Source: an optimization exercise on an open RTL-to-GDS flow (aim: small area, a short achievable clock period and few clock cycles per item). Production flows keep margins and buffers that such runs may drop.
Where RTL was checked, it was by simulation tests only, not by an equivalence proof against the original.
No activity file was given, so power comes from the tool's default toggle rates.

Design AuctionSearch, start of the top module:
module AuctionSearch(
  input         clock,
  input         reset,
  output        io_rewardIn_0_ready,
  input         io_rewardIn_0_valid,
  input  [7:0]  io_rewardIn_0_reward,
  input  [10:0] io_rewardIn_0_idx,
  input         io_rewardIn_0_last,
  output [10:0] io_agentIdx_0,
  input  [7:0]  io_price_0,
  output        io_rewardIn_1_ready,
  input         io_rewardIn_1_valid,
  input  [7:0]  io_rewardIn_1_reward,
  input  [10:0] io_rewardIn_1_idx,
  output [10:0] io_agentIdx_1,
  input  [7:0]  io_price_1,
  output        io_rewardIn_2_ready,
  input         io_rewardIn_2_valid,
  input  [7:0]  io_rewardIn_2_reward,
  input  [10:0] io_rewardIn_2_idx,
  output [10:0] io_agentIdx_2,
  input  [7:0]  io_price_2,
  output        io_rewardIn_3_ready,
  input         io_rewardIn_3_valid,
  input  [7:0]  io_rewardIn_3_reward,
  input  [10:0] io_rewardIn_3_idx,
  output [10:0] io_agentIdx_3,
  input  [7:0]  io_price_3,
  output        io_rewardIn_4_ready,
  input         io_rewardIn_4_valid,
  input  [7:0]  io_rewardIn_4_reward,
  input  [10:0] io_rewardIn_4_idx,
  output [10:0] io_agentIdx_4,
  input  [7:0]  io_price_4,
  output        io_rewardIn_5_ready,
  input         io_rewardIn_5_valid,
  input  [7:0]  io_rewardIn_5_reward,
  input  [10:0] io_rewardIn_5_idx,
  output [10:0] io_agentIdx_5,
  input  [7:0]  io_price_5,
  output        io_rewardIn_6_ready,
  input         io_rewardIn_6_valid,
  input  [7:0]  io_rewardIn_6_reward,
  input  [10:0] io_rewardIn_6_idx,
  output [10:0] io_agentIdx_6,
  input  [7:0]  io_price_6,
  output        io_rewardIn_7_ready,
  input         io_rewardIn_7_valid,
  input  [7:0]  io_rewardIn_7_reward,
  input  [10:0] io_rewardIn_7_idx,
  output [10:0] io_agentIdx_7,
  input  [7:0]  io_price_7,
  input         io_resultOut_ready,
  output        io_resultOut_valid,
  output [10:0] io_resultOut_winner,
  output [7:0]  io_resultOut_bid
);
For scale: ~2,900 cells after synthesis, about 16,000 µm² of cells after synthesis.
clock: 4.0 ns
lec_check: 0
cap_margin: 20
core_margin: 2
core_utilization: 40
gpl_timing_driven: 0
place_density: 0.6
setup_slack_margin: 0.11
slew_margin: 20
synth_hierarchical: 1
tns_end_percent: 10
standard.sh (not shown) runs the stock make flow with config.mk's settings and CLKGATE_MAP_FILE= SYNTH_SCRIPT=/design/flow/synth_recipe.tcl, a recipe that flattens the netlist after the stock synthesis.
==> flow/flow/run.sh <==
#!/bin/bash
# The standard layout (standard.sh), with two changes:
# - plain buf_1 buffers on the ports instead of the flow's default choice (a
#   delay cell); every port still gets its own buffer;
# - after synthesis, every combinational cell is set to the smallest drive of
#   its kind (flow/downsize.tcl); the flow's resizing sizes up what timing needs.
# Each tool's full output goes to a log of its own here; ORFS's per-step logs
# are under orfs/logs/.
set -euo pipefail
export BUFFER_PORTS_ARGS="-buffer_cell sky130_fd_sc_hd__buf_1"
bash standard.sh synth > standard_synth.log 2>&1
export SYNTH_ODB=orfs/results/${FLOW_PLATFORM}/AuctionSearch/base/1_synth.odb
openroad -no_init -exit flow/downsize.tcl > downsize.log 2>&1
touch orfs/results/${FLOW_PLATFORM}/AuctionSearch/base/1_synth.sdc
bash standard.sh > standard.log 2>&1
==> flow/flow/downsize.tcl <==
# Set every combinational cell of the synthesized netlist to the smallest
# drive of its kind (same function and footprint); placement's and timing
# repair's resizing then sizes up what the timing needs. Registers, tie cells
# and delay cells are left as synthesis made them.
read_db $::env(SYNTH_ODB)
set db [ord::get_db]
set block [ord::get_db_block]
set swapped 0
set saved 0.0
foreach inst [$block getInsts] {
  set m [$inst getMaster]
  set name [$m getName]
  if {![regexp {^(sky130_fd_sc_hd__([a-z0-9]+))_([0-9]+)$} $name -> base kind n]} { continue }
  if {[regexp {^(df|edf|sdf|dl|conb|tap|fill|decap|clkdly|dlygate|dlymetal|probe|lpflow|ebuf|einv)} $kind]} { continue }
  set best $m
  foreach s {0 1 2} {
    set c [$db findMaster ${base}_$s]
    if {$c ne "NULL" && [$c getWidth] < [$best getWidth]} { set best $c }
  }
  if {$best ne $m} {
    set saved [expr {$saved + ([$m getWidth] - [$best getWidth]) * [$m getHeight] / 1e6}]
    $inst swapMaster $best
    incr swapped
  }
}
puts "downsize: swapped $swapped cells, [format %.1f $saved] um2 less"
write_db $::env(SYNTH_ODB)
The starting point completed with no timing, DRC or antenna violations.
Change:
Settings changed: SETUP_SLACK_MARGIN 0.11 to 0.1.
What happened: The changed run completed without violations; register-to-register slack stays flat; synthesized cell count stays the same; wire length barely changes; die area stays the same; area after synthesis stays the same; hold slack barely changes; sequential power hardly moves; total power stays flat.
No functional check of the RTL was part of any run of this note.

* * *

AuctionSearch, a different RTL version from the one above (not shown whole).
For scale: roughly 2800 cells after synthesis, ~18000 um2 of cells after synthesis.
Settings: LEC_CHECK=0, CAP_MARGIN=20, CORE_MARGIN=2, CORE_UTILIZATION=60, PLACE_DENSITY=0.75, SLEW_MARGIN=20, SYNTH_HIERARCHICAL=1; clock period 4.0 ns.
run.sh (not shown) runs the stock make flow with config.mk's settings and CLKGATE_MAP_FILE= SYNTH_SCRIPT=/design/flow/synth_recipe.tcl, a recipe that flattens the netlist after the stock synthesis.
Stock flow here: none of the scripts above is used.
The first run aborted during global routing (5_1_grt).
Testbench counts at the start, summed over its fixed seeds: cycles 31,933, rounds 5,813.
==> next run, changes <==
==> flow/flow/run.sh (new file) <==
#!/bin/bash
# The standard layout (standard.sh), with plain buf_2 buffers on the ports
# instead of the flow's default choice (a delay cell). Every port still gets
# its own buffer. The full output of the flow goes to standard.log; ORFS's own
# per-step logs are under orfs/logs/.
set -euo pipefail
export BUFFER_PORTS_ARGS="-buffer_cell sky130_fd_sc_hd__buf_2"
bash standard.sh > standard.log 2>&1
==> flow/standard.sh (new file) <==
#!/bin/bash
# synth_recipe.tcl (not shown) runs the flow's synth.tcl, then flattens the netlist and writes it again
# the make line also repeats each setting of config.mk as NAME=value (left out here)
make -C /OpenROAD-flow-scripts/flow DESIGN_CONFIG=/design/flow/config.mk WORK_HOME=/design/flow/orfs CLKGATE_MAP_FILE= SYNTH_SCRIPT=/design/flow/synth_recipe.tcl "${@:-finish}"
--- a/flow/config.mk
+++ b/flow/config.mk
@@ -10,2 +10,2 @@
-export CORE_UTILIZATION = 60
-export PLACE_DENSITY = 0.75
+export CORE_UTILIZATION = 40
+export PLACE_DENSITY = 0.6
removed: flow/run.sh
The new run completed with no timing, DRC or antenna violations.
Synthesized cell count does not change.
Area after synthesis is unchanged.

* * *

Another version of the RTL of AuctionSearch (not shown whole).
Size: roughly 2900 cells after synthesis, roughly 340 I/O pins, ~16000 um2 of cells after synthesis.
==> flow/design.v (excerpt) <==
module AuctionSearch(
  input         clock,
  input         reset,
  output        io_rewardIn_0_ready,
  input         io_rewardIn_0_valid,
  input  [7:0]  io_rewardIn_0_reward,
  input  [10:0] io_rewardIn_0_idx,
  input         io_rewardIn_0_last,
  output [10:0] io_agentIdx_0,
  input  [7:0]  io_price_0,
  output        io_rewardIn_1_ready,
  input         io_rewardIn_1_valid,
  input  [7:0]  io_rewardIn_1_reward,
  input  [10:0] io_rewardIn_1_idx,
  output [10:0] io_agentIdx_1,
  input  [7:0]  io_price_1,
  output        io_rewardIn_2_ready,
  input         io_rewardIn_2_valid,
  input  [7:0]  io_rewardIn_2_reward,
  input  [10:0] io_rewardIn_2_idx,
  output [10:0] io_agentIdx_2,
  input  [7:0]  io_price_2,
  output        io_rewardIn_3_ready,
  input         io_rewardIn_3_valid,
  input  [7:0]  io_rewardIn_3_reward,
  input  [10:0] io_rewardIn_3_idx,
  output [10:0] io_agentIdx_3,
  input  [7:0]  io_price_3,
  output        io_rewardIn_4_ready,
  input         io_rewardIn_4_valid,
  input  [7:0]  io_rewardIn_4_reward,
  input  [10:0] io_rewardIn_4_idx,
  output [10:0] io_agentIdx_4,
  input  [7:0]  io_price_4,
  output        io_rewardIn_5_ready,
  input         io_rewardIn_5_valid,
  input  [7:0]  io_rewardIn_5_reward,
  input  [10:0] io_rewardIn_5_idx,
  output [10:0] io_agentIdx_5,
  input  [7:0]  io_price_5,
  output        io_rewardIn_6_ready,
  input         io_rewardIn_6_valid,
  input  [7:0]  io_rewardIn_6_reward,
  input  [10:0] io_rewardIn_6_idx,
  output [10:0] io_agentIdx_6,
  input  [7:0]  io_price_6,
  output        io_rewardIn_7_ready,
  input         io_rewardIn_7_valid,
  input  [7:0]  io_rewardIn_7_reward,
  input  [10:0] io_rewardIn_7_idx,
  output [10:0] io_agentIdx_7,
  input  [7:0]  io_price_7,
  input         io_resultOut_ready,
  output        io_resultOut_valid,
  output [10:0] io_resultOut_winner,
  output [7:0]  io_resultOut_bid
);
export LEC_CHECK = 0
export CAP_MARGIN = 20
export CORE_MARGIN = 2
export CORE_UTILIZATION = 40
export GPL_TIMING_DRIVEN = 1
export PLACE_DENSITY = 0.6
export SETUP_SLACK_MARGIN = 0.1
export SLEW_MARGIN = 20
export SYNTH_HIERARCHICAL = 1
export TNS_END_PERCENT = 10
create_clock -name core_clock -period 4.0 [get_ports {clock}]
standard.sh (not shown) runs the stock make flow with config.mk's settings and CLKGATE_MAP_FILE= SYNTH_SCRIPT=/design/flow/synth_recipe.tcl, a recipe that flattens the netlist after the stock synthesis.
==> flow/flow/run.sh <==
#!/bin/bash
# The standard layout (standard.sh), with two changes:
# - plain buf_1 buffers on the ports instead of the flow's default choice (a
#   delay cell); every port still gets its own buffer;
# - after synthesis, every combinational cell is set to the smallest drive of
#   its kind (flow/downsize.tcl); the flow's resizing sizes up what timing needs.
# Each tool's full output goes to a log of its own here; ORFS's per-step logs
# are under orfs/logs/.
set -euo pipefail
export BUFFER_PORTS_ARGS="-buffer_cell sky130_fd_sc_hd__buf_1"
bash standard.sh synth > standard_synth.log 2>&1
export SYNTH_ODB=orfs/results/${FLOW_PLATFORM}/AuctionSearch/base/1_synth.odb
openroad -no_init -exit flow/downsize.tcl > downsize.log 2>&1
touch orfs/results/${FLOW_PLATFORM}/AuctionSearch/base/1_synth.sdc
bash standard.sh > standard.log 2>&1
Scripts as last shown in full above: flow/flow/downsize.tcl
Testbench counts at the start, summed over its fixed seeds: cycles 31,933, rounds 5,813.
Next try:
CTS_CLUSTER_DIAMETER = 150   (was unset)
CTS_CLUSTER_SIZE = 40   (was unset)
GPL_TIMING_DRIVEN = 0   (was 1)
Effect: The new run produced a clean layout. Register-to-register slack degrades by 0.05 ns. Area after synthesis stays the same. Fmax drops by 0.81%.

[static timing again, ports no longer ideal]
How much do the figures lean on ideal ports? The routed layouts below were timed once more, with nothing changed but the port constraints.
Step 1: set_driving_cell puts a clkbuf_16 on clock and a buf_2 on each other input, an assumption about the parent block.
Step 2 adds t to the input delays and takes it off the output delays; t is the mean of the earliest and latest rising clock arrival at the registers after step 1. Input paths then give back, and output paths get back, about the clock's delay inside the block.
a / b / c = no drivers / after step 1 / after step 2; a / b = the first two.
run	t (ns)	setup slack, ns	clock arrival spread, ns
the first run of note 1	0.519	0.088 / 0.042 / -0.383	0.034 / 0.034
the second run of note 1	0.519	0.089 / 0.042 / -0.382	0.036 / 0.036
the second run of note 2	0.503	0.116 / 0.101 / -0.354	0.010 / 0.010
the first run of note 3	0.544	0.175 / 0.156 / -0.342	0.019 / 0.019
the second run of note 3	0.544	0.144 / 0.096 / -0.346	0.019 / 0.019
With both steps, setup timing fails in every run listed, where it was met with ideal ports. For the first run of note 3, which loses most, drivers alone change the setup slack by -0.019 ns; drivers and shift together by -0.517 ns.
